Source: an optimization exercise on an open RTL-to-GDS flow (aim: small area, a short achievable clock period and few clock cycles per item). Production flows keep margins and buffers that such runs may drop. Function was checked by simulation only, so behaviour that the tests miss may differ from the original. Power figures rest on the tool's default switching activity, not on a simulated workload.

<file path="config.mk">
export PLATFORM = sky130hd
export DESIGN_NAME = geofence
export DESIGN_NICKNAME = geofence
export VERILOG_FILES = /design/flow/design.v
export SDC_FILE = /design/flow/constraint.sdc
export NUM_CORES = 4
export LEC_CHECK = 0
export CAP_MARGIN = 20
export CORE_MARGIN = 2
export CORE_UTILIZATION = 35
export SLEW_MARGIN = 20
export SYNTH_HIERARCHICAL = 1
export SYNTH_MINIMUM_KEEP_SIZE = 0
</file>
<file path="constraint.sdc">
create_clock -name core_clock -period 11.5 [get_ports {clk}]
set_input_delay 2.3000 -clock core_clock [delete_from_list [all_inputs] [get_ports {clk}]]
set_output_delay 2.3000 -clock core_clock [all_outputs]
set_load 0.01 [all_outputs]
</file>
<file path="design.v">
module geofence (clk, reset, X, Y, valid, is_inside);
input clk;
input reset;
input [9:0] X;
input [9:0] Y;
output valid;
output is_inside;
reg [4:0] k;
reg [9:0] px, py;        
reg [11:0] ms, md;       
reg [21:0] q;            
reg [7:0] sg;            
reg [21:0] sa3, sb4;     
reg [21:0] r, l;         
reg [21:0] w, u;         
reg [7:0] occ;           
reg [7:0] vin, vout;     
reg k7;                  
reg vld, ins;            
reg sur;                 
reg line;                
wire [10:0] dx = {1'b0, X} - {1'b0, px};
wire [10:0] dy = {1'b0, Y} - {1'b0, py};
wire [10:0] nx = {1'b0, px} - {1'b0, X};
wire [10:0] ny = {1'b0, py} - {1'b0, Y};
wire [11:0] ms1 = ms - 12'd1;
wire [11:0] mdp = md + 12'd1;
wire uneg, un1, wneg, wn1;
sgn3 s_u (.a({2'b0, X}), .b({2'b0, Y}), .c(ms), .s(uneg));
sgn3 s_u1 (.a({2'b0, X}), .b({2'b0, Y}), .c(ms1), .s(un1));
sgn3 s_w (.a({2'b0, Y}), .b(~{2'b0, X}), .c(mdp), .s(wneg));
sgn3 s_w1 (.a({2'b0, Y}), .b(~{2'b0, X}), .c(md), .s(wn1));
wire xneg = dx[10], xpos = nx[10];
wire yneg = dy[10], ypos = ny[10];
wire upos = !un1;
wire wpos = !wn1;
wire [21:0] iq = {xneg, yneg, xneg ? nx[9:0] : dx[9:0], yneg ? ny[9:0] : dy[9:0]};
always @(posedge clk) begin
    q <= iq;
    sg <= {xneg, xpos, yneg, ypos, uneg, upos, wneg, wpos};
end
always @(posedge clk) begin
    if (k == 5'd0) begin
        px <= X;
        py <= Y;
        ms <= 12'd0 - {2'b0, X} - {2'b0, Y};
        md <= {2'b0, X} - {2'b0, Y};
    end
end
wire done = valid;
always @(posedge clk) begin
    if (reset || done)
        k <= 5'd0;
    else
        k <= k + 5'd1;
end
wire ld_r = k == 5'd2 || k == 5'd4 || k == 5'd7 || k == 5'd10 || k == 5'd13;
wire ld_l = k == 5'd5 || k == 5'd8 || k == 5'd11 || k == 5'd14;
reg upd, upd1;           
always @(posedge clk) begin
    upd <= !reset && !done && (k == 5'd3 || k == 5'd6 || k == 5'd9 || k == 5'd12 || k == 5'd15);
    upd1 <= !reset && !done && k == 5'd3;
end
always @(posedge clk) begin
    if (k == 5'd5)
        sa3 <= q;
    else if (k == 5'd7)
        sa3 <= q;
    if (k == 5'd6)
        sb4 <= q;
end
wire gxn = sg[7], gxp = sg[6], gyn = sg[5], gyp = sg[4];
wire gun = sg[3], gup = sg[2], gwn = sg[1], gwp = sg[0];
wire [7:0] cq = {gyn & !gun, !gxn & gun, gxn & !gwp, !gyp & gwp,
                 gyp & !gup, !gxp & gup, gxp & !gwn, !gyn & gwn};
always @(posedge clk) begin
    if (k == 5'd2)
        occ <= cq;
    else
        occ <= occ | cq;
end
wire [7:0] o = occ | cq;
wire [15:0] o2 = {o, o};
reg [7:0] succ, bad, tin, tout, fit;
integer c;
always @(*) begin
    for (c = 0; c < 8; c = c + 1)
        succ[c] = o2[c + 1 +: 3] != 3'd0;
    bad = o & ~succ;
end
wire [15:0] bad2 = {bad, bad};
always @(*) begin
    for (c = 0; c < 8; c = c + 1)
        fit[c] = o2[c + 4 +: 4] == 4'd0;
end
wire [15:0] fit2 = {fit, fit};
always @(*) begin
    for (c = 0; c < 8; c = c + 1) begin
        tin[c] = succ[c] && bad2[c + 1 +: 4] == 4'd0;
        tout[c] = fit2[c + 5 +: 4] != 4'd0;
    end
end
always @(posedge clk) begin
    vin <= tin;
    vout <= tin | tout;
    k7 <= !reset && !done && k == 5'd6;
end
wire wxs = w[21], wys = w[20], uxs = u[21], uys = u[20];
wire [9:0] wxm = w[19:10], wym = w[9:0], uxm = u[19:10], uym = u[9:0];
wire [20:0] ts, tc;
xtree tree (.wxm(wxm), .wym(wym), .uxm(uxm), .uym(uym), .s(ts), .c(tc));
reg [20:0] xs, xc;       
reg sa, sb, anz, bnz, opp;
always @(posedge clk) begin
    xs <= ts;
    xc <= tc;
    sa <= wxs ^ uys;
    sb <= wys ^ uxs;
    anz <= wxm != 10'd0 && uym != 10'd0;
    bnz <= wym != 10'd0 && uxm != 10'd0;
    opp <= (wxm != 10'd0 && uxm != 10'd0 && wxs != uxs) ||
           (wym != 10'd0 && uym != 10'd0 && wys != uys);
end
wire [20:0] cy = {1'b0, xs[19:0]} + {1'b0, xc[19:0]};
wire dneg = xs[20] ^ xc[20] ^ cy[20];
wire dz = (xs ^ xc) == {xs[19:0] | xc[19:0], 1'b0};
wire cn = (sa == sb) ? (sa ? !dneg && !dz : dneg) : (sa && (anz || bnz));
wire cp = (sa == sb) ? (sa ? dneg : !dneg && !dz) : (!sa && (anz || bnz));
reg crn, crp;            
always @(posedge clk) begin
    crn <= cn;
    crp <= cp;
end
wire rn = upd1 ? cn : crn;
wire rp = upd1 ? cp : crp;
reg [21:0] rnx, lnx;
reg surnx, linenx;
always @(*) begin
    rnx = r;
    lnx = l;
    surnx = sur;
    linenx = line;
    if (k == 5'd2) begin
        rnx = q;
        lnx = q;
        surnx = 1'b0;
        linenx = 1'b0;
    end else if (upd && !sur) begin
        if (line) begin
            linenx = 1'b0;
            if (rn) begin
                rnx = l;
                lnx = r;
            end
        end else if (rn && cp) begin
            surnx = 1'b1;
        end else if (!rn && cp) begin
            lnx = u;
        end else if (rn && !cp) begin
            rnx = u;
        end else if (!rn && !rp && !cn && !cp && opp) begin
            lnx = u;
            linenx = 1'b1;
        end
    end
end
always @(posedge clk) begin
    r <= rnx;
    l <= lnx;
    sur <= surnx;
    line <= linenx;
end
always @(posedge clk) begin
    if (ld_r)
        w <= rnx;
    else if (ld_l)
        w <= l;
    case (k)
    5'd2: u <= iq;
    5'd4: u <= q;
    5'd7: u <= sa3;
    5'd10: u <= sb4;
    5'd13: u <= sa3;
    default: ;
    endcase
end
wire q_valid = k7 && (cq & vout) != 8'd0;
wire q_in = k7 && (cq & vin) != 8'd0;
always @(posedge clk) begin
    if (reset || done) begin
        vld <= 1'b0;
        ins <= 1'b0;
    end else begin
        vld <= (k >= 5'd7 && surnx) || k == 5'd16;
        ins <= k >= 5'd7 && surnx;
    end
end
assign valid = vld || q_valid;
assign is_inside = ins || q_in;
endmodule
module sgn3 (a, b, c, s);
input [11:0] a, b, c;
output s;
wire [11:0] t = a + b + c;
assign s = t[11];
endmodule
module xtree (wxm, wym, uxm, uym, s, c);
input [9:0] wxm, wym, uxm, uym;
output [20:0] s, c;
wire t1 = (wxm[0] & uym[9]) ^ ~(wym[0] & uxm[9]) ^ (wxm[1] & uym[8]);
wire t2 = ((wxm[0] & uym[9]) & ~(wym[0] & uxm[9])) | ((wxm[0] & uym[9]) & (wxm[1] & uym[8])) | (~(wym[0] & uxm[9]) & (wxm[1] & uym[8]));
wire t3 = (wxm[1] & uym[9]) ^ ~(wym[1] & uxm[9]);
wire t4 = (wxm[1] & uym[9]) & ~(wym[1] & uxm[9]);
wire t5 = (wxm[0] & uym[6]) ^ ~(wym[0] & uxm[6]) ^ (wxm[1] & uym[5]);
wire t6 = ((wxm[0] & uym[6]) & ~(wym[0] & uxm[6])) | ((wxm[0] & uym[6]) & (wxm[1] & uym[5])) | (~(wym[0] & uxm[6]) & (wxm[1] & uym[5]));
wire t7 = (wxm[0] & uym[7]) ^ ~(wym[0] & uxm[7]) ^ (wxm[1] & uym[6]);
wire t8 = ((wxm[0] & uym[7]) & ~(wym[0] & uxm[7])) | ((wxm[0] & uym[7]) & (wxm[1] & uym[6])) | (~(wym[0] & uxm[7]) & (wxm[1] & uym[6]));
wire t9 = ~(wym[1] & uxm[6]) ^ (wxm[2] & uym[5]) ^ ~(wym[2] & uxm[5]);
wire t10 = (~(wym[1] & uxm[6]) & (wxm[2] & uym[5])) | (~(wym[1] & uxm[6]) & ~(wym[2] & uxm[5])) | ((wxm[2] & uym[5]) & ~(wym[2] & uxm[5]));
wire t11 = (wxm[3] & uym[4]) ^ ~(wym[3] & uxm[4]);
wire t12 = (wxm[3] & uym[4]) & ~(wym[3] & uxm[4]);
wire t13 = (wxm[0] & uym[8]) ^ ~(wym[0] & uxm[8]) ^ (wxm[1] & uym[7]);
wire t14 = ((wxm[0] & uym[8]) & ~(wym[0] & uxm[8])) | ((wxm[0] & uym[8]) & (wxm[1] & uym[7])) | (~(wym[0] & uxm[8]) & (wxm[1] & uym[7]));
wire t15 = ~(wym[1] & uxm[7]) ^ (wxm[2] & uym[6]) ^ ~(wym[2] & uxm[6]);
wire t16 = (~(wym[1] & uxm[7]) & (wxm[2] & uym[6])) | (~(wym[1] & uxm[7]) & ~(wym[2] & uxm[6])) | ((wxm[2] & uym[6]) & ~(wym[2] & uxm[6]));
wire t17 = (wxm[3] & uym[5]) ^ ~(wym[3] & uxm[5]) ^ (wxm[4] & uym[4]);
wire t18 = ((wxm[3] & uym[5]) & ~(wym[3] & uxm[5])) | ((wxm[3] & uym[5]) & (wxm[4] & uym[4])) | (~(wym[3] & uxm[5]) & (wxm[4] & uym[4]));
wire t19 = ~(wym[4] & uxm[4]) ^ (wxm[5] & uym[3]) ^ ~(wym[5] & uxm[3]);
wire t20 = (~(wym[4] & uxm[4]) & (wxm[5] & uym[3])) | (~(wym[4] & uxm[4]) & ~(wym[5] & uxm[3])) | ((wxm[5] & uym[3]) & ~(wym[5] & uxm[3]));
wire t21 = (wxm[6] & uym[2]) ^ ~(wym[6] & uxm[2]);
wire t22 = (wxm[6] & uym[2]) & ~(wym[6] & uxm[2]);
wire t23 = ~(wym[1] & uxm[8]) ^ (wxm[2] & uym[7]) ^ ~(wym[2] & uxm[7]);
wire t24 = (~(wym[1] & uxm[8]) & (wxm[2] & uym[7])) | (~(wym[1] & uxm[8]) & ~(wym[2] & uxm[7])) | ((wxm[2] & uym[7]) & ~(wym[2] & uxm[7]));
wire t25 = (wxm[3] & uym[6]) ^ ~(wym[3] & uxm[6]) ^ (wxm[4] & uym[5]);
wire t26 = ((wxm[3] & uym[6]) & ~(wym[3] & uxm[6])) | ((wxm[3] & uym[6]) & (wxm[4] & uym[5])) | (~(wym[3] & uxm[6]) & (wxm[4] & uym[5]));
wire t27 = ~(wym[4] & uxm[5]) ^ (wxm[5] & uym[4]) ^ ~(wym[5] & uxm[4]);
wire t28 = (~(wym[4] & uxm[5]) & (wxm[5] & uym[4])) | (~(wym[4] & uxm[5]) & ~(wym[5] & uxm[4])) | ((wxm[5] & uym[4]) & ~(wym[5] & uxm[4]));
wire t29 = (wxm[6] & uym[3]) ^ ~(wym[6] & uxm[3]) ^ (wxm[7] & uym[2]);
wire t30 = ((wxm[6] & uym[3]) & ~(wym[6] & uxm[3])) | ((wxm[6] & uym[3]) & (wxm[7] & uym[2])) | (~(wym[6] & uxm[3]) & (wxm[7] & uym[2]));
wire t31 = ~(wym[7] & uxm[2]) ^ (wxm[8] & uym[1]) ^ ~(wym[8] & uxm[1]);
wire t32 = (~(wym[7] & uxm[2]) & (wxm[8] & uym[1])) | (~(wym[7] & uxm[2]) & ~(wym[8] & uxm[1])) | ((wxm[8] & uym[1]) & ~(wym[8] & uxm[1]));
wire t33 = (wxm[9] & uym[0]) ^ ~(wym[9] & uxm[0]);
wire t34 = (wxm[9] & uym[0]) & ~(wym[9] & uxm[0]);
wire t35 = (wxm[2] & uym[8]) ^ ~(wym[2] & uxm[8]) ^ (wxm[3] & uym[7]);
wire t36 = ((wxm[2] & uym[8]) & ~(wym[2] & uxm[8])) | ((wxm[2] & uym[8]) & (wxm[3] & uym[7])) | (~(wym[2] & uxm[8]) & (wxm[3] & uym[7]));
wire t37 = ~(wym[3] & uxm[7]) ^ (wxm[4] & uym[6]) ^ ~(wym[4] & uxm[6]);
wire t38 = (~(wym[3] & uxm[7]) & (wxm[4] & uym[6])) | (~(wym[3] & uxm[7]) & ~(wym[4] & uxm[6])) | ((wxm[4] & uym[6]) & ~(wym[4] & uxm[6]));
wire t39 = (wxm[5] & uym[5]) ^ ~(wym[5] & uxm[5]) ^ (wxm[6] & uym[4]);
wire t40 = ((wxm[5] & uym[5]) & ~(wym[5] & uxm[5])) | ((wxm[5] & uym[5]) & (wxm[6] & uym[4])) | (~(wym[5] & uxm[5]) & (wxm[6] & uym[4]));
wire t41 = ~(wym[6] & uxm[4]) ^ (wxm[7] & uym[3]) ^ ~(wym[7] & uxm[3]);
wire t42 = (~(wym[6] & uxm[4]) & (wxm[7] & uym[3])) | (~(wym[6] & uxm[4]) & ~(wym[7] & uxm[3])) | ((wxm[7] & uym[3]) & ~(wym[7] & uxm[3]));
wire t43 = (wxm[8] & uym[2]) ^ ~(wym[8] & uxm[2]) ^ (wxm[9] & uym[1]);
wire t44 = ((wxm[8] & uym[2]) & ~(wym[8] & uxm[2])) | ((wxm[8] & uym[2]) & (wxm[9] & uym[1])) | (~(wym[8] & uxm[2]) & (wxm[9] & uym[1]));
wire t45 = ~(wym[9] & uxm[1]) ^ 1'b1 ^ t2;
wire t46 = (~(wym[9] & uxm[1]) & 1'b1) | (~(wym[9] & uxm[1]) & t2) | (1'b1 & t2);
wire t47 = (wxm[2] & uym[9]) ^ ~(wym[2] & uxm[9]) ^ (wxm[3] & uym[8]);
wire t48 = ((wxm[2] & uym[9]) & ~(wym[2] & uxm[9])) | ((wxm[2] & uym[9]) & (wxm[3] & uym[8])) | (~(wym[2] & uxm[9]) & (wxm[3] & uym[8]));
wire t49 = ~(wym[3] & uxm[8]) ^ (wxm[4] & uym[7]) ^ ~(wym[4] & uxm[7]);
wire t50 = (~(wym[3] & uxm[8]) & (wxm[4] & uym[7])) | (~(wym[3] & uxm[8]) & ~(wym[4] & uxm[7])) | ((wxm[4] & uym[7]) & ~(wym[4] & uxm[7]));
wire t51 = (wxm[5] & uym[6]) ^ ~(wym[5] & uxm[6]) ^ (wxm[6] & uym[5]);
wire t52 = ((wxm[5] & uym[6]) & ~(wym[5] & uxm[6])) | ((wxm[5] & uym[6]) & (wxm[6] & uym[5])) | (~(wym[5] & uxm[6]) & (wxm[6] & uym[5]));
wire t53 = ~(wym[6] & uxm[5]) ^ (wxm[7] & uym[4]) ^ ~(wym[7] & uxm[4]);
wire t54 = (~(wym[6] & uxm[5]) & (wxm[7] & uym[4])) | (~(wym[6] & uxm[5]) & ~(wym[7] & uxm[4])) | ((wxm[7] & uym[4]) & ~(wym[7] & uxm[4]));
wire t55 = (wxm[8] & uym[3]) ^ ~(wym[8] & uxm[3]) ^ (wxm[9] & uym[2]);
wire t56 = ((wxm[8] & uym[3]) & ~(wym[8] & uxm[3])) | ((wxm[8] & uym[3]) & (wxm[9] & uym[2])) | (~(wym[8] & uxm[3]) & (wxm[9] & uym[2]));
wire t57 = (wxm[3] & uym[9]) ^ ~(wym[3] & uxm[9]) ^ (wxm[4] & uym[8]);
wire t58 = ((wxm[3] & uym[9]) & ~(wym[3] & uxm[9])) | ((wxm[3] & uym[9]) & (wxm[4] & uym[8])) | (~(wym[3] & uxm[9]) & (wxm[4] & uym[8]));
wire t59 = ~(wym[4] & uxm[8]) ^ (wxm[5] & uym[7]) ^ ~(wym[5] & uxm[7]);
wire t60 = (~(wym[4] & uxm[8]) & (wxm[5] & uym[7])) | (~(wym[4] & uxm[8]) & ~(wym[5] & uxm[7])) | ((wxm[5] & uym[7]) & ~(wym[5] & uxm[7]));
wire t61 = (wxm[6] & uym[6]) ^ ~(wym[6] & uxm[6]) ^ (wxm[7] & uym[5]);
wire t62 = ((wxm[6] & uym[6]) & ~(wym[6] & uxm[6])) | ((wxm[6] & uym[6]) & (wxm[7] & uym[5])) | (~(wym[6] & uxm[6]) & (wxm[7] & uym[5]));
wire t63 = (wxm[4] & uym[9]) ^ ~(wym[4] & uxm[9]) ^ (wxm[5] & uym[8]);
wire t64 = ((wxm[4] & uym[9]) & ~(wym[4] & uxm[9])) | ((wxm[4] & uym[9]) & (wxm[5] & uym[8])) | (~(wym[4] & uxm[9]) & (wxm[5] & uym[8]));
wire t65 = (wxm[0] & uym[4]) ^ ~(wym[0] & uxm[4]) ^ (wxm[1] & uym[3]);
wire t66 = ((wxm[0] & uym[4]) & ~(wym[0] & uxm[4])) | ((wxm[0] & uym[4]) & (wxm[1] & uym[3])) | (~(wym[0] & uxm[4]) & (wxm[1] & uym[3]));
wire t67 = (wxm[0] & uym[5]) ^ ~(wym[0] & uxm[5]) ^ (wxm[1] & uym[4]);
wire t68 = ((wxm[0] & uym[5]) & ~(wym[0] & uxm[5])) | ((wxm[0] & uym[5]) & (wxm[1] & uym[4])) | (~(wym[0] & uxm[5]) & (wxm[1] & uym[4]));
wire t69 = ~(wym[1] & uxm[4]) ^ (wxm[2] & uym[3]) ^ ~(wym[2] & uxm[3]);
wire t70 = (~(wym[1] & uxm[4]) & (wxm[2] & uym[3])) | (~(wym[1] & uxm[4]) & ~(wym[2] & uxm[3])) | ((wxm[2] & uym[3]) & ~(wym[2] & uxm[3]));
wire t71 = (wxm[3] & uym[2]) ^ ~(wym[3] & uxm[2]);
wire t72 = (wxm[3] & uym[2]) & ~(wym[3] & uxm[2]);
wire t73 = ~(wym[1] & uxm[5]) ^ (wxm[2] & uym[4]) ^ ~(wym[2] & uxm[4]);
wire t74 = (~(wym[1] & uxm[5]) & (wxm[2] & uym[4])) | (~(wym[1] & uxm[5]) & ~(wym[2] & uxm[4])) | ((wxm[2] & uym[4]) & ~(wym[2] & uxm[4]));
wire t75 = (wxm[3] & uym[3]) ^ ~(wym[3] & uxm[3]) ^ (wxm[4] & uym[2]);
wire t76 = ((wxm[3] & uym[3]) & ~(wym[3] & uxm[3])) | ((wxm[3] & uym[3]) & (wxm[4] & uym[2])) | (~(wym[3] & uxm[3]) & (wxm[4] & uym[2]));
wire t77 = ~(wym[4] & uxm[2]) ^ (wxm[5] & uym[1]) ^ ~(wym[5] & uxm[1]);
wire t78 = (~(wym[4] & uxm[2]) & (wxm[5] & uym[1])) | (~(wym[4] & uxm[2]) & ~(wym[5] & uxm[1])) | ((wxm[5] & uym[1]) & ~(wym[5] & uxm[1]));
wire t79 = (wxm[6] & uym[0]) ^ ~(wym[6] & uxm[0]);
wire t80 = (wxm[6] & uym[0]) & ~(wym[6] & uxm[0]);
wire t81 = (wxm[4] & uym[3]) ^ ~(wym[4] & uxm[3]) ^ (wxm[5] & uym[2]);
wire t82 = ((wxm[4] & uym[3]) & ~(wym[4] & uxm[3])) | ((wxm[4] & uym[3]) & (wxm[5] & uym[2])) | (~(wym[4] & uxm[3]) & (wxm[5] & uym[2]));
wire t83 = ~(wym[5] & uxm[2]) ^ (wxm[6] & uym[1]) ^ ~(wym[6] & uxm[1]);
wire t84 = (~(wym[5] & uxm[2]) & (wxm[6] & uym[1])) | (~(wym[5] & uxm[2]) & ~(wym[6] & uxm[1])) | ((wxm[6] & uym[1]) & ~(wym[6] & uxm[1]));
wire t85 = (wxm[7] & uym[0]) ^ ~(wym[7] & uxm[0]) ^ 1'b1;
wire t86 = ((wxm[7] & uym[0]) & ~(wym[7] & uxm[0])) | ((wxm[7] & uym[0]) & 1'b1) | (~(wym[7] & uxm[0]) & 1'b1);
wire t87 = t6 ^ t7 ^ t9;
wire t88 = (t6 & t7) | (t6 & t9) | (t7 & t9);
wire t89 = (wxm[7] & uym[1]) ^ ~(wym[7] & uxm[1]) ^ (wxm[8] & uym[0]);
wire t90 = ((wxm[7] & uym[1]) & ~(wym[7] & uxm[1])) | ((wxm[7] & uym[1]) & (wxm[8] & uym[0])) | (~(wym[7] & uxm[1]) & (wxm[8] & uym[0]));
wire t91 = ~(wym[8] & uxm[0]) ^ 1'b1 ^ t8;
wire t92 = (~(wym[8] & uxm[0]) & 1'b1) | (~(wym[8] & uxm[0]) & t8) | (1'b1 & t8);
wire t93 = t10 ^ t12 ^ t13;
wire t94 = (t10 & t12) | (t10 & t13) | (t12 & t13);
wire t95 = t15 ^ t17 ^ t19;
wire t96 = (t15 & t17) | (t15 & t19) | (t17 & t19);
wire t97 = 1'b1 ^ t1 ^ t14;
wire t98 = (1'b1 & t1) | (1'b1 & t14) | (t1 & t14);
wire t99 = t16 ^ t18 ^ t20;
wire t100 = (t16 & t18) | (t16 & t20) | (t18 & t20);
wire t101 = t22 ^ t23 ^ t25;
wire t102 = (t22 & t23) | (t22 & t25) | (t23 & t25);
wire t103 = t27 ^ t29 ^ t31;
wire t104 = (t27 & t29) | (t27 & t31) | (t29 & t31);
wire t105 = t3 ^ t24 ^ t26;
wire t106 = (t3 & t24) | (t3 & t26) | (t24 & t26);
wire t107 = t28 ^ t30 ^ t32;
wire t108 = (t28 & t30) | (t28 & t32) | (t30 & t32);
wire t109 = t34 ^ t35 ^ t37;
wire t110 = (t34 & t35) | (t34 & t37) | (t35 & t37);
wire t111 = t39 ^ t41 ^ t43;
wire t112 = (t39 & t41) | (t39 & t43) | (t41 & t43);
wire t113 = ~(wym[9] & uxm[2]) ^ t4 ^ t36;
wire t114 = (~(wym[9] & uxm[2]) & t4) | (~(wym[9] & uxm[2]) & t36) | (t4 & t36);
wire t115 = t38 ^ t40 ^ t42;
wire t116 = (t38 & t40) | (t38 & t42) | (t40 & t42);
wire t117 = t44 ^ t46 ^ t47;
wire t118 = (t44 & t46) | (t44 & t47) | (t46 & t47);
wire t119 = t49 ^ t51 ^ t53;
wire t120 = (t49 & t51) | (t49 & t53) | (t51 & t53);
wire t121 = ~(wym[7] & uxm[5]) ^ (wxm[8] & uym[4]) ^ ~(wym[8] & uxm[4]);
wire t122 = (~(wym[7] & uxm[5]) & (wxm[8] & uym[4])) | (~(wym[7] & uxm[5]) & ~(wym[8] & uxm[4])) | ((wxm[8] & uym[4]) & ~(wym[8] & uxm[4]));
wire t123 = (wxm[9] & uym[3]) ^ ~(wym[9] & uxm[3]) ^ t48;
wire t124 = ((wxm[9] & uym[3]) & ~(wym[9] & uxm[3])) | ((wxm[9] & uym[3]) & t48) | (~(wym[9] & uxm[3]) & t48);
wire t125 = t50 ^ t52 ^ t54;
wire t126 = (t50 & t52) | (t50 & t54) | (t52 & t54);
wire t127 = t56 ^ t57 ^ t59;
wire t128 = (t56 & t57) | (t56 & t59) | (t57 & t59);
wire t129 = ~(wym[5] & uxm[8]) ^ (wxm[6] & uym[7]) ^ ~(wym[6] & uxm[7]);
wire t130 = (~(wym[5] & uxm[8]) & (wxm[6] & uym[7])) | (~(wym[5] & uxm[8]) & ~(wym[6] & uxm[7])) | ((wxm[6] & uym[7]) & ~(wym[6] & uxm[7]));
wire t131 = (wxm[7] & uym[6]) ^ ~(wym[7] & uxm[6]) ^ (wxm[8] & uym[5]);
wire t132 = ((wxm[7] & uym[6]) & ~(wym[7] & uxm[6])) | ((wxm[7] & uym[6]) & (wxm[8] & uym[5])) | (~(wym[7] & uxm[6]) & (wxm[8] & uym[5]));
wire t133 = ~(wym[8] & uxm[5]) ^ (wxm[9] & uym[4]) ^ ~(wym[9] & uxm[4]);
wire t134 = (~(wym[8] & uxm[5]) & (wxm[9] & uym[4])) | (~(wym[8] & uxm[5]) & ~(wym[9] & uxm[4])) | ((wxm[9] & uym[4]) & ~(wym[9] & uxm[4]));
wire t135 = t58 ^ t60 ^ t62;
wire t136 = (t58 & t60) | (t58 & t62) | (t60 & t62);
wire t137 = (wxm[5] & uym[9]) ^ ~(wym[5] & uxm[9]) ^ (wxm[6] & uym[8]);
wire t138 = ((wxm[5] & uym[9]) & ~(wym[5] & uxm[9])) | ((wxm[5] & uym[9]) & (wxm[6] & uym[8])) | (~(wym[5] & uxm[9]) & (wxm[6] & uym[8]));
wire t139 = ~(wym[6] & uxm[8]) ^ (wxm[7] & uym[7]) ^ ~(wym[7] & uxm[7]);
wire t140 = (~(wym[6] & uxm[8]) & (wxm[7] & uym[7])) | (~(wym[6] & uxm[8]) & ~(wym[7] & uxm[7])) | ((wxm[7] & uym[7]) & ~(wym[7] & uxm[7]));
wire t141 = (wxm[8] & uym[6]) ^ ~(wym[8] & uxm[6]) ^ (wxm[9] & uym[5]);
wire t142 = ((wxm[8] & uym[6]) & ~(wym[8] & uxm[6])) | ((wxm[8] & uym[6]) & (wxm[9] & uym[5])) | (~(wym[8] & uxm[6]) & (wxm[9] & uym[5]));
wire t143 = (wxm[6] & uym[9]) ^ ~(wym[6] & uxm[9]) ^ (wxm[7] & uym[8]);
wire t144 = ((wxm[6] & uym[9]) & ~(wym[6] & uxm[9])) | ((wxm[6] & uym[9]) & (wxm[7] & uym[8])) | (~(wym[6] & uxm[9]) & (wxm[7] & uym[8]));
wire t145 = (wxm[0] & uym[2]) ^ ~(wym[0] & uxm[2]);
wire t146 = (wxm[0] & uym[2]) & ~(wym[0] & uxm[2]);
wire t147 = (wxm[0] & uym[3]) ^ ~(wym[0] & uxm[3]) ^ (wxm[1] & uym[2]);
wire t148 = ((wxm[0] & uym[3]) & ~(wym[0] & uxm[3])) | ((wxm[0] & uym[3]) & (wxm[1] & uym[2])) | (~(wym[0] & uxm[3]) & (wxm[1] & uym[2]));
wire t149 = ~(wym[1] & uxm[2]) ^ (wxm[2] & uym[1]) ^ ~(wym[2] & uxm[1]);
wire t150 = (~(wym[1] & uxm[2]) & (wxm[2] & uym[1])) | (~(wym[1] & uxm[2]) & ~(wym[2] & uxm[1])) | ((wxm[2] & uym[1]) & ~(wym[2] & uxm[1]));
wire t151 = ~(wym[1] & uxm[3]) ^ (wxm[2] & uym[2]) ^ ~(wym[2] & uxm[2]);
wire t152 = (~(wym[1] & uxm[3]) & (wxm[2] & uym[2])) | (~(wym[1] & uxm[3]) & ~(wym[2] & uxm[2])) | ((wxm[2] & uym[2]) & ~(wym[2] & uxm[2]));
wire t153 = (wxm[3] & uym[1]) ^ ~(wym[3] & uxm[1]) ^ (wxm[4] & uym[0]);
wire t154 = ((wxm[3] & uym[1]) & ~(wym[3] & uxm[1])) | ((wxm[3] & uym[1]) & (wxm[4] & uym[0])) | (~(wym[3] & uxm[1]) & (wxm[4] & uym[0]));
wire t155 = ~(wym[4] & uxm[0]) ^ 1'b1;
wire t156 = ~(wym[4] & uxm[0]) & 1'b1;
wire t157 = (wxm[4] & uym[1]) ^ ~(wym[4] & uxm[1]) ^ (wxm[5] & uym[0]);
wire t158 = ((wxm[4] & uym[1]) & ~(wym[4] & uxm[1])) | ((wxm[4] & uym[1]) & (wxm[5] & uym[0])) | (~(wym[4] & uxm[1]) & (wxm[5] & uym[0]));
wire t159 = ~(wym[5] & uxm[0]) ^ 1'b1 ^ t66;
wire t160 = (~(wym[5] & uxm[0]) & 1'b1) | (~(wym[5] & uxm[0]) & t66) | (1'b1 & t66);
wire t161 = t67 ^ t69 ^ t71;
wire t162 = (t67 & t69) | (t67 & t71) | (t69 & t71);
wire t163 = 1'b1 ^ t5 ^ t68;
wire t164 = (1'b1 & t5) | (1'b1 & t68) | (t5 & t68);
wire t165 = t70 ^ t72 ^ t73;
wire t166 = (t70 & t72) | (t70 & t73) | (t72 & t73);
wire t167 = t75 ^ t77 ^ t79;
wire t168 = (t75 & t77) | (t75 & t79) | (t77 & t79);
wire t169 = t11 ^ t74 ^ t76;
wire t170 = (t11 & t74) | (t11 & t76) | (t74 & t76);
wire t171 = t78 ^ t80 ^ t81;
wire t172 = (t78 & t80) | (t78 & t81) | (t80 & t81);
wire t173 = t83 ^ t85 ^ t87;
wire t174 = (t83 & t85) | (t83 & t87) | (t85 & t87);
wire t175 = t21 ^ t82 ^ t84;
wire t176 = (t21 & t82) | (t21 & t84) | (t82 & t84);
wire t177 = t86 ^ t88 ^ t89;
wire t178 = (t86 & t88) | (t86 & t89) | (t88 & t89);
wire t179 = t91 ^ t93 ^ t95;
wire t180 = (t91 & t93) | (t91 & t95) | (t93 & t95);
wire t181 = t33 ^ t90 ^ t92;
wire t182 = (t33 & t90) | (t33 & t92) | (t90 & t92);
wire t183 = t94 ^ t96 ^ t97;
wire t184 = (t94 & t96) | (t94 & t97) | (t96 & t97);
wire t185 = t99 ^ t101 ^ t103;
wire t186 = (t99 & t101) | (t99 & t103) | (t101 & t103);
wire t187 = t45 ^ t98 ^ t100;
wire t188 = (t45 & t98) | (t45 & t100) | (t98 & t100);
wire t189 = t102 ^ t104 ^ t105;
wire t190 = (t102 & t104) | (t102 & t105) | (t104 & t105);
wire t191 = t107 ^ t109 ^ t111;
wire t192 = (t107 & t109) | (t107 & t111) | (t109 & t111);
wire t193 = t55 ^ t106 ^ t108;
wire t194 = (t55 & t106) | (t55 & t108) | (t106 & t108);
wire t195 = t110 ^ t112 ^ t113;
wire t196 = (t110 & t112) | (t110 & t113) | (t112 & t113);
wire t197 = t115 ^ t117 ^ t119;
wire t198 = (t115 & t117) | (t115 & t119) | (t117 & t119);
wire t199 = t61 ^ t114 ^ t116;
wire t200 = (t61 & t114) | (t61 & t116) | (t114 & t116);
wire t201 = t118 ^ t120 ^ t121;
wire t202 = (t118 & t120) | (t118 & t121) | (t120 & t121);
wire t203 = t123 ^ t125 ^ t127;
wire t204 = (t123 & t125) | (t123 & t127) | (t125 & t127);
wire t205 = t63 ^ t122 ^ t124;
wire t206 = (t63 & t122) | (t63 & t124) | (t122 & t124);
wire t207 = t126 ^ t128 ^ t129;
wire t208 = (t126 & t128) | (t126 & t129) | (t128 & t129);
wire t209 = t131 ^ t133 ^ t135;
wire t210 = (t131 & t133) | (t131 & t135) | (t133 & t135);
wire t211 = ~(wym[9] & uxm[5]) ^ t64 ^ t130;
wire t212 = (~(wym[9] & uxm[5]) & t64) | (~(wym[9] & uxm[5]) & t130) | (t64 & t130);
wire t213 = t132 ^ t134 ^ t136;
wire t214 = (t132 & t134) | (t132 & t136) | (t134 & t136);
wire t215 = t137 ^ t139 ^ t141;
wire t216 = (t137 & t139) | (t137 & t141) | (t139 & t141);
wire t217 = ~(wym[7] & uxm[8]) ^ (wxm[8] & uym[7]) ^ ~(wym[8] & uxm[7]);
wire t218 = (~(wym[7] & uxm[8]) & (wxm[8] & uym[7])) | (~(wym[7] & uxm[8]) & ~(wym[8] & uxm[7])) | ((wxm[8] & uym[7]) & ~(wym[8] & uxm[7]));
wire t219 = (wxm[9] & uym[6]) ^ ~(wym[9] & uxm[6]) ^ t138;
wire t220 = ((wxm[9] & uym[6]) & ~(wym[9] & uxm[6])) | ((wxm[9] & uym[6]) & t138) | (~(wym[9] & uxm[6]) & t138);
wire t221 = t140 ^ t142 ^ t143;
wire t222 = (t140 & t142) | (t140 & t143) | (t142 & t143);
wire t223 = (wxm[7] & uym[9]) ^ ~(wym[7] & uxm[9]) ^ (wxm[8] & uym[8]);
wire t224 = ((wxm[7] & uym[9]) & ~(wym[7] & uxm[9])) | ((wxm[7] & uym[9]) & (wxm[8] & uym[8])) | (~(wym[7] & uxm[9]) & (wxm[8] & uym[8]));
wire t225 = ~(wym[8] & uxm[8]) ^ (wxm[9] & uym[7]) ^ ~(wym[9] & uxm[7]);
wire t226 = (~(wym[8] & uxm[8]) & (wxm[9] & uym[7])) | (~(wym[8] & uxm[8]) & ~(wym[9] & uxm[7])) | ((wxm[9] & uym[7]) & ~(wym[9] & uxm[7]));
wire t227 = (wxm[0] & uym[1]) ^ ~(wym[0] & uxm[1]);
wire t228 = (wxm[0] & uym[1]) & ~(wym[0] & uxm[1]);
wire t229 = (wxm[1] & uym[1]) ^ ~(wym[1] & uxm[1]) ^ (wxm[2] & uym[0]);
wire t230 = ((wxm[1] & uym[1]) & ~(wym[1] & uxm[1])) | ((wxm[1] & uym[1]) & (wxm[2] & uym[0])) | (~(wym[1] & uxm[1]) & (wxm[2] & uym[0]));
wire t231 = ~(wym[2] & uxm[0]) ^ 1'b1;
wire t232 = ~(wym[2] & uxm[0]) & 1'b1;
wire t233 = (wxm[3] & uym[0]) ^ ~(wym[3] & uxm[0]) ^ 1'b1;
wire t234 = ((wxm[3] & uym[0]) & ~(wym[3] & uxm[0])) | ((wxm[3] & uym[0]) & 1'b1) | (~(wym[3] & uxm[0]) & 1'b1);
wire t235 = t146 ^ t147 ^ t149;
wire t236 = (t146 & t147) | (t146 & t149) | (t147 & t149);
wire t237 = t65 ^ t148 ^ t150;
wire t238 = (t65 & t148) | (t65 & t150) | (t148 & t150);
wire t239 = t151 ^ t153 ^ t155;
wire t240 = (t151 & t153) | (t151 & t155) | (t153 & t155);
wire t241 = t152 ^ t154 ^ t156;
wire t242 = (t152 & t154) | (t152 & t156) | (t154 & t156);
wire t243 = t157 ^ t159 ^ t161;
wire t244 = (t157 & t159) | (t157 & t161) | (t159 & t161);
wire t245 = t158 ^ t160 ^ t162;
wire t246 = (t158 & t160) | (t158 & t162) | (t160 & t162);
wire t247 = t163 ^ t165 ^ t167;
wire t248 = (t163 & t165) | (t163 & t167) | (t165 & t167);
wire t249 = t164 ^ t166 ^ t168;
wire t250 = (t164 & t166) | (t164 & t168) | (t166 & t168);
wire t251 = t169 ^ t171 ^ t173;
wire t252 = (t169 & t171) | (t169 & t173) | (t171 & t173);
wire t253 = t170 ^ t172 ^ t174;
wire t254 = (t170 & t172) | (t170 & t174) | (t172 & t174);
wire t255 = t175 ^ t177 ^ t179;
wire t256 = (t175 & t177) | (t175 & t179) | (t177 & t179);
wire t257 = t176 ^ t178 ^ t180;
wire t258 = (t176 & t178) | (t176 & t180) | (t178 & t180);
wire t259 = t181 ^ t183 ^ t185;
wire t260 = (t181 & t183) | (t181 & t185) | (t183 & t185);
wire t261 = t182 ^ t184 ^ t186;
wire t262 = (t182 & t184) | (t182 & t186) | (t184 & t186);
wire t263 = t187 ^ t189 ^ t191;
wire t264 = (t187 & t189) | (t187 & t191) | (t189 & t191);
wire t265 = t188 ^ t190 ^ t192;
wire t266 = (t188 & t190) | (t188 & t192) | (t190 & t192);
wire t267 = t193 ^ t195 ^ t197;
wire t268 = (t193 & t195) | (t193 & t197) | (t195 & t197);
wire t269 = t194 ^ t196 ^ t198;
wire t270 = (t194 & t196) | (t194 & t198) | (t196 & t198);
wire t271 = t199 ^ t201 ^ t203;
wire t272 = (t199 & t201) | (t199 & t203) | (t201 & t203);
wire t273 = t200 ^ t202 ^ t204;
wire t274 = (t200 & t202) | (t200 & t204) | (t202 & t204);
wire t275 = t205 ^ t207 ^ t209;
wire t276 = (t205 & t207) | (t205 & t209) | (t207 & t209);
wire t277 = t206 ^ t208 ^ t210;
wire t278 = (t206 & t208) | (t206 & t210) | (t208 & t210);
wire t279 = t211 ^ t213 ^ t215;
wire t280 = (t211 & t213) | (t211 & t215) | (t213 & t215);
wire t281 = t212 ^ t214 ^ t216;
wire t282 = (t212 & t214) | (t212 & t216) | (t214 & t216);
wire t283 = t217 ^ t219 ^ t221;
wire t284 = (t217 & t219) | (t217 & t221) | (t219 & t221);
wire t285 = t144 ^ t218 ^ t220;
wire t286 = (t144 & t218) | (t144 & t220) | (t218 & t220);
wire t287 = t222 ^ t223 ^ t225;
wire t288 = (t222 & t223) | (t222 & t225) | (t223 & t225);
wire t289 = (wxm[8] & uym[9]) ^ ~(wym[8] & uxm[9]) ^ (wxm[9] & uym[8]);
wire t290 = ((wxm[8] & uym[9]) & ~(wym[8] & uxm[9])) | ((wxm[8] & uym[9]) & (wxm[9] & uym[8])) | (~(wym[8] & uxm[9]) & (wxm[9] & uym[8]));
wire t291 = ~(wym[9] & uxm[8]) ^ t224 ^ t226;
wire t292 = (~(wym[9] & uxm[8]) & t224) | (~(wym[9] & uxm[8]) & t226) | (t224 & t226);
wire t293 = (wxm[1] & uym[0]) ^ ~(wym[1] & uxm[0]);
wire t294 = (wxm[1] & uym[0]) & ~(wym[1] & uxm[0]);
wire t295 = t145 ^ t228 ^ t229;
wire t296 = (t145 & t228) | (t145 & t229) | (t228 & t229);
wire t297 = t230 ^ t232 ^ t233;
wire t298 = (t230 & t232) | (t230 & t233) | (t232 & t233);
wire t299 = t234 ^ t236 ^ t237;
wire t300 = (t234 & t236) | (t234 & t237) | (t236 & t237);
wire t301 = t238 ^ t240 ^ t241;
wire t302 = (t238 & t240) | (t238 & t241) | (t240 & t241);
wire t303 = t242 ^ t244 ^ t245;
wire t304 = (t242 & t244) | (t242 & t245) | (t244 & t245);
wire t305 = t246 ^ t248 ^ t249;
wire t306 = (t246 & t248) | (t246 & t249) | (t248 & t249);
wire t307 = t250 ^ t252 ^ t253;
wire t308 = (t250 & t252) | (t250 & t253) | (t252 & t253);
wire t309 = t254 ^ t256 ^ t257;
wire t310 = (t254 & t256) | (t254 & t257) | (t256 & t257);
wire t311 = t258 ^ t260 ^ t261;
wire t312 = (t258 & t260) | (t258 & t261) | (t260 & t261);
wire t313 = t262 ^ t264 ^ t265;
wire t314 = (t262 & t264) | (t262 & t265) | (t264 & t265);
wire t315 = t266 ^ t268 ^ t269;
wire t316 = (t266 & t268) | (t266 & t269) | (t268 & t269);
wire t317 = t270 ^ t272 ^ t273;
wire t318 = (t270 & t272) | (t270 & t273) | (t272 & t273);
wire t319 = t274 ^ t276 ^ t277;
wire t320 = (t274 & t276) | (t274 & t277) | (t276 & t277);
wire t321 = t278 ^ t280 ^ t281;
wire t322 = (t278 & t280) | (t278 & t281) | (t280 & t281);
wire t323 = t282 ^ t284 ^ t285;
wire t324 = (t282 & t284) | (t282 & t285) | (t284 & t285);
wire t325 = t286 ^ t288 ^ t289;
wire t326 = (t286 & t288) | (t286 & t289) | (t288 & t289);
wire t327 = (wxm[9] & uym[9]) ^ ~(wym[9] & uxm[9]) ^ t290;
wire t328 = ((wxm[9] & uym[9]) & ~(wym[9] & uxm[9])) | ((wxm[9] & uym[9]) & t290) | (~(wym[9] & uxm[9]) & t290);
wire t329 = (wxm[0] & uym[0]) ^ ~(wym[0] & uxm[0]);
wire t330 = (wxm[0] & uym[0]) & ~(wym[0] & uxm[0]);
wire t331 = 1'b1 ^ t227 ^ t293;
wire t332 = (1'b1 & t227) | (1'b1 & t293) | (t227 & t293);
wire t333 = t231 ^ t294 ^ t295;
wire t334 = (t231 & t294) | (t231 & t295) | (t294 & t295);
wire t335 = t235 ^ t296 ^ t297;
wire t336 = (t235 & t296) | (t235 & t297) | (t296 & t297);
wire t337 = t239 ^ t298 ^ t299;
wire t338 = (t239 & t298) | (t239 & t299) | (t298 & t299);
wire t339 = t243 ^ t300 ^ t301;
wire t340 = (t243 & t300) | (t243 & t301) | (t300 & t301);
wire t341 = t247 ^ t302 ^ t303;
wire t342 = (t247 & t302) | (t247 & t303) | (t302 & t303);
wire t343 = t251 ^ t304 ^ t305;
wire t344 = (t251 & t304) | (t251 & t305) | (t304 & t305);
wire t345 = t255 ^ t306 ^ t307;
wire t346 = (t255 & t306) | (t255 & t307) | (t306 & t307);
wire t347 = t259 ^ t308 ^ t309;
wire t348 = (t259 & t308) | (t259 & t309) | (t308 & t309);
wire t349 = t263 ^ t310 ^ t311;
wire t350 = (t263 & t310) | (t263 & t311) | (t310 & t311);
wire t351 = t267 ^ t312 ^ t313;
wire t352 = (t267 & t312) | (t267 & t313) | (t312 & t313);
wire t353 = t271 ^ t314 ^ t315;
wire t354 = (t271 & t314) | (t271 & t315) | (t314 & t315);
wire t355 = t275 ^ t316 ^ t317;
wire t356 = (t275 & t316) | (t275 & t317) | (t316 & t317);
wire t357 = t279 ^ t318 ^ t319;
wire t358 = (t279 & t318) | (t279 & t319) | (t318 & t319);
wire t359 = t283 ^ t320 ^ t321;
wire t360 = (t283 & t320) | (t283 & t321) | (t320 & t321);
wire t361 = t287 ^ t322 ^ t323;
wire t362 = (t287 & t322) | (t287 & t323) | (t322 & t323);
wire t363 = t291 ^ t324 ^ t325;
wire t364 = (t291 & t324) | (t291 & t325) | (t324 & t325);
wire t365 = t292 ^ t326 ^ t327;
wire t366 = (t292 & t326) | (t292 & t327) | (t326 & t327);
assign s[0] = 1'b1;
assign c[0] = t329;
assign s[1] = t330;
assign c[1] = t331;
assign s[2] = t332;
assign c[2] = t333;
assign s[3] = t334;
assign c[3] = t335;
assign s[4] = t336;
assign c[4] = t337;
assign s[5] = t338;
assign c[5] = t339;
assign s[6] = t340;
assign c[6] = t341;
assign s[7] = t342;
assign c[7] = t343;
assign s[8] = t344;
assign c[8] = t345;
assign s[9] = t346;
assign c[9] = t347;
assign s[10] = t348;
assign c[10] = t349;
assign s[11] = t350;
assign c[11] = t351;
assign s[12] = t352;
assign c[12] = t353;
assign s[13] = t354;
assign c[13] = t355;
assign s[14] = t356;
assign c[14] = t357;
assign s[15] = t358;
assign c[15] = t359;
assign s[16] = t360;
assign c[16] = t361;
assign s[17] = t362;
assign c[17] = t363;
assign s[18] = t364;
assign c[18] = t365;
assign s[19] = t328;
assign c[19] = t366;
assign s[20] = 1'b1;
assign c[20] = 1'b0;
endmodule
</file>
<file path="flow/run.sh">
#!/bin/bash
# Standard layout, with timing repair aiming for a period of about 3.9 ns
# (setup margin 7.6 ns at the design's 11.5 ns clock).
set -euo pipefail
bash standard.sh SETUP_SLACK_MARGIN=7.6 finish > flow.log 2>&1
</file>
<file path="standard.sh">
#!/bin/bash
# synth_recipe.tcl (not shown) runs the flow's synth.tcl, then flattens the netlist and writes it again
# the make line also repeats each setting of config.mk as NAME=value (left out here)
make -C /OpenROAD-flow-scripts/flow DESIGN_CONFIG=/design/flow/config.mk WORK_HOME=/design/flow/orfs CLKGATE_MAP_FILE= SYNTH_SCRIPT=/design/flow/synth_recipe.tcl "${@:-finish}"
</file>
==> flow_summary.toml, run 1 <==
[clock_network]
cts_tree = "yes"
cts_buffers = 35
clockBufferDepth = 3
clk_transition_reported_paths_ns = 0.06
clock-sinks = 287
h-tree-depth = 2
cts-root-buf = "clkbuf_16"
clock_latency_ns = 0.56
cts_hold_buf = 0

[global_route]
grt_pass1_wl_um = 96400
antenna_found_initial = 1
grt_max_degree = 49
grt_remaining_overflow = 0
track_usage_pct = 18.0
grt_pass1_vias = 17894

[floorplanning]
coreArea_um2 = 64500
rows = 93
ios = 24
start_util_pct = 35.4
die_h_um = 259
die_w_um = 259
fp.dieArea_um2 = 67300

[routing]
drc = 0
routed_wl_um = 61400
dr.pass1.iters = 5
first_iter_violations = 1322
routedWlPerCell_um = 18.3
antenna_left = 0
vias = 17020
vias_per_cell = 5.08

[cells_and_area]
num_antenna_cells = 0
syn2layout_area_growth_pct = 22.0
nNetsFinal = 2866
final_cell_area_um2 = 27900
layout-drive-gt1-share_pct = 24.8
finalCoreUtilization_pct = 43.2
fin_cells = 3352

[pwr]
total_power_mw = 7.05
ir_drop_v = 0.000192
leakagePower_nw = 12.0
power_density_nw_per_um2 = 253

[timing]
rsz0062_at_grt = "true"
clock_skew_ns = 0.0167
hold_viol = 0
fin_crit_sh_pct = 38.7
whs_ns = 0.459
fmax_mhz = 225
min_period_ns = 4.45
setup_ws_ns = 7.05
maxSlewViolCount = 0
relSlewSlack_pct = 42.1
finalSetupTns_ns = 0
worst_slew_pin_slew_ns = 0.867
finalSetupViolCount = 0

[run]
cap_viol_max_count = 0

[run_status]
status = "no timing/DRC/antenna violations"

[placement]
place_area_um2 = 23800
hpwl_um = 41400
pre_cts_ws_ns = 5.10
place_congestion = 0.854
io_buffers = 23
dp.cells = 3075

[setup_path]
r2r_slack_ns = 7.54
reg2reg_to = "xc[11]"
worstSetupPathType = "primary input to register"
cp.required_ns = 11.81
crit-reg2reg-launch = "w[4]"
crit_fanout = 3
start_kind = "primary input"
end_kind = "register"
worst-r2r-cell-count = 10
arrival_ns = 4.76

[synth]
synth_fa_ha_area_share_pct = 27.4
async_reset_ff_share_pct = 0
synth-xor-area-share_pct = 3.60
synth_compound_area_share_pct = 9.96
yosys_most_used_dff = "edfxtp_1"
ys_seq_area_share_pct = 31.8
synth_warnings = 7
synth_cell_types = 70
synth_edf_count = 152
synthCells = 2295
yosys.area_share.simple_pct = 14.3
synth_area_um2 = 22800
synth_top_family_by_area = "adder cells"
syn_area_per_cell_um2 = 9.95
synth.area.mux_share_pct = 3.40
ys_ff_latch = 287

[worst_hold_path]
hp-class = "register to register"
holdPathStages = 1
min_to = "occ[6]"
hold_start = "occ[6]"
-- Yosys stat by module, one instance, submodules excluded --
module / cells / flip-flops and latches / area [µm²] / copies in the design
geofence: 1465 / 287 / 15100 / 1
sgn3: 57 / 0 / 533 / 4
xtree: 602 / 0 / 5620 / 1
-- repair_timing --
action                                  in CTS  in global routing
resized for setup                          333                128
setup buffers                              163                 49
cloned                                       0                  1
endpoints found under the setup margin     151                103
pin swaps                                  103                103
-- report_power, final --
part	internal [mW]	switching [mW]
logic	1.89	2.34
registers	1.48	0.224
clock network	0.659	0.456
-- cells in the mapped netlist, drive strengths merged (4+ instances only) --
library cell,count,area [µm²]
inv,355,1330
nand2,221,830
fa,209,4180
ha,165,2060
edfxtp,152,4560
dfxtp,135,2700
nand3,116,581
and2,102,638
nor2,95,357
buf,89,688
a21oi,73,369
o21ai,73,365
xnor2,62,543
mux2i,43,430
clkbuf,41,154
a211oi,33,348
xor2,32,280
a21o,30,225
a31oi,29,181
mux2,25,345
a222oi,22,220
nor2b,21,131
nor4,18,119
nor3,17,95.1
nand2b,16,100
o21a,11,82.6
and3,10,62.6
nand4,10,62.6
a22oi,9,67.6
and4,9,78.8
a21boi,8,60.1
o221ai,6,58.8
o21bai,5,37.5
or2,5,31.3
a2111oi,4,60.1
a41oi,4,35.0
and4bb,4,50.1
conb,4,15.0
nand3b,4,30.0
-- cell type report --
class                   instances  area, µm²
well taps                     855       1070
inverters                     355       1410
multi-input cells            1539      14700
flip-flops and latches        287       7280
repair buffers                252       2310
fillers                      6034      36600
clock inverters                13        138
clock buffers                  51       1010
-- state kept, by name, summed over array words and instances (netlist names), 22 cells and up --
name	flops
sa3	22
sb4	22
u	22
r	22
w	22
l	22
-- how the worst max path moves through the flow --
| stage | slack (ns) | endpoint | start | cells after the start |
|---|---|---|---|---|
| 6_report | 7.05 | u[7] | Y[0] | 14 |
| 2_1_floorplan | 6.87 | u[7] | Y[7] | 12 |
| 5_1_grt | 7.03 | u[19] | X[0] | 13 |
| 3_5_place_dp | 5.10 | u[9] | Y[1] | 12 |
| 4_1_cts | 7.05 | u[9] | Y[0] | 14 |
| 3_3_place_gp | 5.21 | u[9] | Y[1] | 12 |
-- metal layers --
metal  global-route usage [%]  vias to the layer above  part of all wire [%]
met3                     2.37                      130                   4.5
met4                     6.31                        0                   3.0
met5                        0                        -                     0
met2                     32.1                      506                    50
met1                     22.3                     8455                    42
li1                         -                     7929                     -
-- logic make-up after synthesis --
| kind of cell | count (synthesis) |
|---|---|
| AO/OA/AOI/OAI | 325 |
| XOR/XNOR | 94 |
| adder cells (fa/ha/maj) | 374 |
| buffers and inverters | 485 |
| flip-flops | 287 |
| multiplexers | 68 |
| other | 4 |
| AND/OR/NAND/NOR | 658 |
-- cells in the final DEF, fill, tap and decap left out, types with 15 or more instances in the layout --
cell,netlist,routed
inv_2,0,28
buf_12,1,18
nand3_1,116,113
fa_1,209,175
a21o_1,30,30
clkbuf_16,0,37
buf_4,63,184
xnor2_1,62,51
mux2_4,17,17
mux2i_1,43,34
nand2b_1,16,15
buf_6,12,42
conb_1,4,19
a222oi_1,22,22
nor4_1,17,15
xor2_1,32,29
and2_1,101,88
fa_2,0,34
dfxtp_1,135,129
o21ai_2,0,16
inv_1,355,312
a211oi_2,20,21
o21ai_0,73,46
edfxtp_1,152,152
nand2_1,221,213
nor2_1,95,90
ha_4,0,22
a31oi_1,29,29
a21oi_1,72,58
ha_1,165,139
-- worst max-delay path, cell delays in order --
cell and delay [ns]:
buf_12 0.08, inv_4 0.03, ha_4 0.15, fa_2 0.36
nor2b_2 0.15, o21ai_2 0.09, a211oi_4 0.29, nor3b_4 0.07
buf_6 0.13, mux2_4 0.31, o221ai_4 0.23, a41oi_2 0.19
xnor2_2 0.18, o21a_1 0.17
Testbench counts, summed over its fixed seeds: cycles 15,151, items 1,600.
==> inputs of run 2 (changes only) <==
==> flow/run.sh (replaced) <==
#!/bin/bash
# Standard layout, with timing repair aiming for a period of about 4.3 ns
# (setup margin 7.2 ns at the design's 11.5 ns clock).
set -euo pipefail
bash standard.sh SETUP_SLACK_MARGIN=7.2 finish > flow.log 2>&1
==> run 2 against run 1 <==
  * Still clean
  * Cell count fell by 3.9%
  * Non-clock buffer count fell by 134
  * Synthesized area did not move
  * Critical path type unchanged
  * Register-to-register slack got worse by 0.23 ns
  * Synthesized cell count did not move
  * Clock-buffer cell count fell by 7
==> flow_summary.toml, run 2 <==
[run_status]
status = "no timing/DRC/antenna violations"

[timing]
clock_skew_ns = 0.0209
maxSlewViolCount = 0
rsz0062_at_grt = "true"
fmax_mhz = 226
worst_slew_pin_slew_ns = 0.923
finalSetupViolCount = 0
fin_crit_sh_pct = 38.5
hold_viol = 0
relSlewSlack_pct = 38.4
min_period_ns = 4.43
setup_ws_ns = 7.07
whs_ns = 0.457
finalSetupTns_ns = 0

[setup_path]
crit_chain = "clkdlybuf4s18_2, inv_2, ha_4, and2_1, o21ai_2, nand3_4, buf_6, mux2i_2, a221oi_2, o221ai_2, xor2_1, o21a_1"
cp.required_ns = 11.82
worstSetupPathType = "primary input to register"
end_kind = "register"
start_kind = "primary input"
critPathSlowestCell = "clkdlybuf4s18_2"
crit_family = "compound AO/OA/AOI/OAI gates"
max_stage_delay_ns = 0.30
r2r_slack_ns = 7.31
arrival_ns = 4.75
crit_fanout = 8
worst-path-buf-inv = 3

[synth]
synth_edf_count = 152
synth_area_um2 = 22800
synth_warnings = 7
synthTopCellsByCount = "inv_1 (355), nand2_1 (221), fa_1 (209), ha_1 (165), edfxtp_1 (152)"
syn_area_per_cell_um2 = 9.95
yosysTopAreaCell = "edfxtp_1"
async_reset_ff_share_pct = 0
synthCells = 2295
ys_seq_area_share_pct = 31.8
ys_ff_latch = 287
synth.top_cell.area_share_pct = 20.0
yosys_most_used_dff = "edfxtp_1"
synth.area.top_cells = "edfxtp_1 (20%), fa_1 (18%), dfxtp_1 (12%)"
synth_cell_types = 70
yosysMostFrequentCell = "inv_1"

[routing]
antenna_left = 0
vias_per_cell = 5.07
first_iter_violations = 1209
dr.pass1.iters = 5
drc = 0
vias = 16341
routedWlPerCell_um = 17.8
routed_wl_um = 57200

[global_route]
grt_pass1_wl_um = 92100
track_usage_pct = 17.1
antenna_found_initial = 0
grt_pass1_vias = 17259
grt_max_degree = 49
grt_remaining_overflow = 0

[floorplanning]
die_w_um = 259
die_h_um = 259
ios = 24
fp.dieArea_um2 = 67300
start_util_pct = 35.4
rows = 93
coreArea_um2 = 64500

[clock_network]
clock-sinks = 287
clk_transition_reported_paths_ns = 0.06
cts_buffers = 36
h-tree-depth = 2
cts-root-buf = "clkbuf_16"
clock_latency_ns = 0.57
clockBufferDepth = 3
cts_hold_buf = 0
cts_tree = "yes"

[worst_hold_path]
hp-class = "register to register"

[pwr]
ir_drop_v = 0.000165
leakagePower_nw = 11.2
power_density_nw_per_um2 = 257

[cells_and_area]
final_cell_mix = "inv_1 (340), nand2_1 (220), fa_1 (206), edfxtp_1 (152), ha_1 (145)"
num_antenna_cells = 0
finalCoreUtilization_pct = 40.5
layout-drive-gt1-share_pct = 14.1
nNetsFinal = 2733
syn2layout_area_growth_pct = 14.3
layout_commonest_cell = "inv_1"

[placement]
place_congestion = 0.875
io_buffers = 23
pre_cts_ws_ns = 5.20
hpwl_um = 41300

[run]
cap_viol_max_count = 0
## run 2: repair_timing
action | CTS | global route
gates cloned | 1 | 0
setup buffers | 28 | 48
endpoints found under the setup margin | 86 | 55
pin swaps | 19 | 32
gates resized for setup | 166 | 66
## run 2: final timing paths
kind / startpoint / endpoint / cells after the start
setup / recovery: X[5] / u[19] / 12
hold / removal: occ[6] / occ[6] / 1
setup reg to reg: u[13] / xc[9] / 8
hold reg to reg: occ[6] / occ[6] / 1
## run 2: worst register-to-register path, stage by stage (launching register included)
cell      delay (ns)
edfxtp_1        0.67
and2_1          0.30
fa_1            0.51
fa_1            0.53
fa_1            0.50
fa_1            0.53
fa_1            0.54
inv_1           0.05
fa_1            0.45
## run 2: final cells by class
type | count | area [µm²]
Clock buffer | 44 | 952
Fill cell | 6208 | 38400
Timing Repair Buffer | 118 | 1090
Inverter | 355 | 1370
Tap cell | 855 | 1070
Sequential cell | 287 | 7270
Multi-Input combinational cell | 1539 | 14100
Clock inverter | 22 | 259
## run 2: power by group
part	internal (mW)	switching [mW]	leakage, nW	total, mW
clock network	0.708	0.467	0.595	1.17
logic	1.65	2.15	8.09	3.79
registers	1.48	0.253	2.54	1.73
total	3.83	2.87	11.2	6.70
## run 2: cell families after synthesis
logic type,count (synthesis),synth area share (%)
xor gates and xnor gates,94,3.60
DFF,287,31.8
and+or+nand+nor,658,14.3
buffers and inverters,485,9.52
muxes,68,3.40
AOI/OAI and AO/OA,325,9.96
adders and majority gates,374,27.4
other,4,0.0657
## run 2: through the flow
step / power, mW / instance area [µm²] / instances
6_report: 6.70 / 26100 / 3220
5_1_grt: 7.49 / 26100 / 3220
4_1_cts: 6.70 / 25400 / 3172
3_5_place_dp: 5.45 / 23700 / 3077
3_3_place_gp: 5.30 / 23700 / 3077
2_1_floorplan: 5.62 / 23100 / 2310
## run 2: Yosys stat by module, one instance, submodules excluded
module	times used	cell area, µm²	flip-flops and latches
geofence	1	15100	287
xtree	1	5620	0
sgn3	4	533	0
## run 2: per-layer routing
layer | GRT usage (%) | vias to the layer above | part of all wire, %
li1 | - | 7642 | -
met1 | 21.7 | 8107 | 43
met2 | 29.8 | 461 | 49
met3 | 2.39 | 131 | 4.5
met4 | 6.11 | 0 | 3.5
met5 | 0 | - | 0
==> inputs of run 3 (changes only) <==
--- a/design.v
+++ b/design.v
@@ -19,10 +19,10 @@
 reg vld, ins;            
 reg sur;                 
 reg line;                
-wire [10:0] dx = {1'b0, X} - {1'b0, px};
-wire [10:0] dy = {1'b0, Y} - {1'b0, py};
-wire [10:0] nx = {1'b0, px} - {1'b0, X};
-wire [10:0] ny = {1'b0, py} - {1'b0, Y};
+wire xneg, xpos, yneg, ypos;
+wire [9:0] xmag, ymag;
+absd a_x (.a(X), .b(px), .neg(xneg), .pos(xpos), .mag(xmag));
+absd a_y (.a(Y), .b(py), .neg(yneg), .pos(ypos), .mag(ymag));
 wire [11:0] ms1 = ms - 12'd1;
 wire [11:0] mdp = md + 12'd1;
 wire uneg, un1, wneg, wn1;
@@ -30,11 +30,9 @@
 sgn3 s_u1 (.a({2'b0, X}), .b({2'b0, Y}), .c(ms1), .s(un1));
 sgn3 s_w (.a({2'b0, Y}), .b(~{2'b0, X}), .c(mdp), .s(wneg));
 sgn3 s_w1 (.a({2'b0, Y}), .b(~{2'b0, X}), .c(md), .s(wn1));
-wire xneg = dx[10], xpos = nx[10];
-wire yneg = dy[10], ypos = ny[10];
 wire upos = !un1;
 wire wpos = !wn1;
-wire [21:0] iq = {xneg, yneg, xneg ? nx[9:0] : dx[9:0], yneg ? ny[9:0] : dy[9:0]};
+wire [21:0] iq = {xneg, yneg, xmag, ymag};
 always @(posedge clk) begin
     q <= iq;
     sg <= {xneg, xpos, yneg, ypos, uneg, upos, wneg, wpos};
@@ -204,6 +202,16 @@
 wire [11:0] t = a + b + c;
 assign s = t[11];
 endmodule
+module absd (a, b, neg, pos, mag);
+input [9:0] a, b;
+output neg, pos;
+output [9:0] mag;
+wire [10:0] d = {1'b0, a} - {1'b0, b};
+wire [10:0] n = {1'b0, b} - {1'b0, a};
+assign neg = d[10];
+assign pos = n[10];
+assign mag = neg ? n[9:0] : d[9:0];
+endmodule
 module xtree (wxm, wym, uxm, uym, s, c);
 input [9:0] wxm, wym, uxm, uym;
 output [20:0] s, c;
==> run 3 against run 2 <==
  * Critical endpoint is now xc[9]
  * Hold slack better by 0.018 ns
  * Still clean
  * Synthesized cell count down 5.1%
  * Register-to-register slack barely moved
  * Global-route usage fell by 1.3 points
  * Clock power is 12% lower
  * Non-clock buffer count is 26 lower
  * Clock-buffer cell count increased by 5
  * Synthesized area down 1.2%
  * Clock skew fell by 0.0041 ns
==> flow_summary.toml, run 3 <==
[run_status]
status = "no timing/DRC/antenna violations"

[cells_and_area]
layout-drive-gt1-share_pct = 14.2
num_antenna_cells = 0
final_cell_mix = "inv_1 (358), fa_1 (206), nand2_1 (198), ha_1 (155), edfxtp_1 (152)"
final_cell_area_um2 = 25000
fillers = 6158
layout_commonest_cell = "inv_1"
syn2layout_area_growth_pct = 10.8
nNetsFinal = 2604
finalCoreUtilization_pct = 39.0
fin_cells = 3088

[synth]
syn_area_per_cell_um2 = 10.4
yosysTopAreaCell = "edfxtp_1"
synth_edf_count = 152
synth_area_um2 = 22600
ys_seq_area_share_pct = 32.2
synth_warnings = 7
synthTopCellsByCount = "inv_1 (360), fa_1 (209), nand2_1 (198), ha_1 (165), edfxtp_1 (152)"
synth_cell_types = 73
synthCells = 2179
synth.top_cell.area_share_pct = 20.2
yosys_most_used_dff = "edfxtp_1"
synth.area.top_cells = "edfxtp_1 (20%), fa_1 (19%), dfxtp_1 (12%)"
yosysMostFrequentCell = "inv_1"
ys_ff_latch = 287
async_reset_ff_share_pct = 0

[timing]
maxSlewViolCount = 0
worst_slew_pin_slew_ns = 0.968
relSlewSlack_pct = 35.5
finalSetupTns_ns = 0
fmax_mhz = 238
finalSetupViolCount = 0
clock_skew_ns = 0.0168
min_period_ns = 4.20
hold_viol = 0
rsz0062_at_grt = "true"
fin_crit_sh_pct = 36.5

[placement]
hpwl_um = 38100
place_congestion = 0.888
dp.cells = 2970
place_area_um2 = 23300
io_buffers = 23

[routing]
first_iter_violations = 1003
routed_wl_um = 52100
routedWlPerCell_um = 16.9
dr.pass1.iters = 5
antenna_left = 0
vias_per_cell = 4.94
drc = 0
vias = 15268

[setup_path]
crit-reg2reg-launch = "u[3]"
arrival_ns = 4.60
worstSetupPathType = "register to register"
cp.required_ns = 11.91
end_kind = "register"
start_kind = "register"
crit_start = "u[3]"
crit_fanout = 13

[global_route]
grt_max_degree = 52
track_usage_pct = 15.8
grt_remaining_overflow = 0
antenna_found_initial = 0
grt_pass1_wl_um = 84800
grt_pass1_vias = 16053

[worst_hold_path]
hold_start = "occ[3]"
hp-class = "register to register"

[floorplanning]
fp.dieArea_um2 = 66500
coreArea_um2 = 64100
die_w_um = 258
start_util_pct = 35.2
ios = 24
rows = 93
die_h_um = 258

[clock_network]
clockBufferDepth = 3
h-tree-depth = 2
cts_hold_buf = 0
cts_buffers = 34
cts_tree = "yes"
clock_latency_ns = 0.54
clk_transition_reported_paths_ns = 0.06
clock-sinks = 287
cts-root-buf = "clkbuf_16"

[run]
cap_viol_max_count = 0

[pwr]
power_density_nw_per_um2 = 227
ir_drop_v = 0.000122
leakagePower_nw = 10.9
run 3: changes by cell type in the layout (fill, tap and decap cells not counted), moves of 20 or more:
cell,change
nand2_1,-22
a21oi_1,+20
a211oi_2,-20
mux2_2,+35
nand3_1,-89
a31oi_1,-26
run 3: critical path: stages, from the launching register on:
cell and delay [ns]:
edfxtp_1 0.74, nand2_1 0.18, fa_1 0.52, fa_1 0.53, fa_1 0.51, fa_1 0.53
fa_1 0.54, inv_1 0.05, fa_1 0.46
run 3: per-stage QoR:
stage          hold WS (ns)  setup WS (ns)  total power [mW]
3_5_place_dp          0.462           5.71              4.65
6_report              0.475           7.30              5.68
3_3_place_gp          0.457           5.70              4.51
2_1_floorplan         0.442           7.06              4.69
5_1_grt               0.506           7.19              6.28
4_1_cts               0.482           7.19              5.74
run 3: path summary, 6_finish.rpt:
kind / to / cells past startpoint / slack (ns)
worst min register to register: occ[3] / 1 / 0.48
worst max-delay path: xc[9] / 8 / 7.30
worst max register to register: xc[9] / 8 / 7.30
worst min-delay path: occ[3] / 1 / 0.48
run 3: per-module statistics from Yosys (local to each module, per instance):
module,area (µm²),flip-flops and latches,cells
geofence,12900,287,1107
absd,910,0,121
sgn3,548,0,57
xtree,5620,0,602
run 3: routing by layer:
layer	routed length [µm]	vias to the layer above	track usage, %
li1	-	7199	-
met1	22500	7598	19.8
met2	25700	369	27.9
met3	2220	102	2.23
met4	1560	0	5.44
met5	0	-	0
run 3: final cells by class:
class,count,area [µm²],share of cell area [%]
Timing Repair Buffer,92,748,2.99
Multi-Input combinational cell,1433,13500,54.0
Tap cell,855,1070,4.28
Inverter,360,1360,5.44
Sequential cell,287,7270,29.1
Clock buffer,49,938,3.75
Clock inverter,12,109,0.436
run 3: cell families after synthesis:
logic type / Yosys count / synth area share [%]
adders and majority gates: 374 / 27.7
and+or+nand+nor: 546 / 12.1
buffers and inverters: 477 / 9.44
xor gates and xnor gates: 92 / 3.64
muxes: 82 / 3.98
DFF: 287 / 32.2
other: 4 / 0.0665
AOI/OAI and AO/OA: 317 / 10.9
run 3: where the power goes:
group          total, mW  switching (mW)  internal (mW)
registers           1.65           0.213           1.43
clock network       1.03           0.432          0.595
logic               3.00            1.69           1.31
run 3: timing repair:
action                     4_1_cts  5_1_grt
gates cloned                     1        2
setup endpoints to repair      101       60
pin swaps                        5       14
hold endpoints to repair         0        0
buffers inserted                13       41
resized for setup               95       61
Testbench counts of run 3, summed over its fixed seeds: cycles 15,151, items 1,600.

## what the ideal ports hide
The results above use ideal ports. As a check the final layouts listed here were re-extracted and re-timed, cells and wires unchanged. Step 1 assumes that a clkbuf_16 drives the clock port and a buf_2 every other input. Step 2 times the ports against the registers' clock, not the clock port: input delays grow and output delays shrink by t, the midpoint of the rising clock arrivals with the driver on. Slacks: no drivers / after step 1 / after step 2; pairs: no drivers / after step 1.
run | t (ns) | setup WS [ns] | latest minus earliest clock arrival (ns)
run 1 | 0.605 | 7.049 / 7.028 / 6.423 | 0.019 / 0.018
run 2 | 0.616 | 7.069 / 7.097 / 6.481 | 0.022 / 0.022
run 3 | 0.595 | 7.304 / 7.248 / 6.727 | 0.022 / 0.022
After both steps setup and hold are still met in every run listed. For run 1, which loses most, drivers alone change the setup slack by -0.021 ns; drivers and shift together by -0.626 ns.
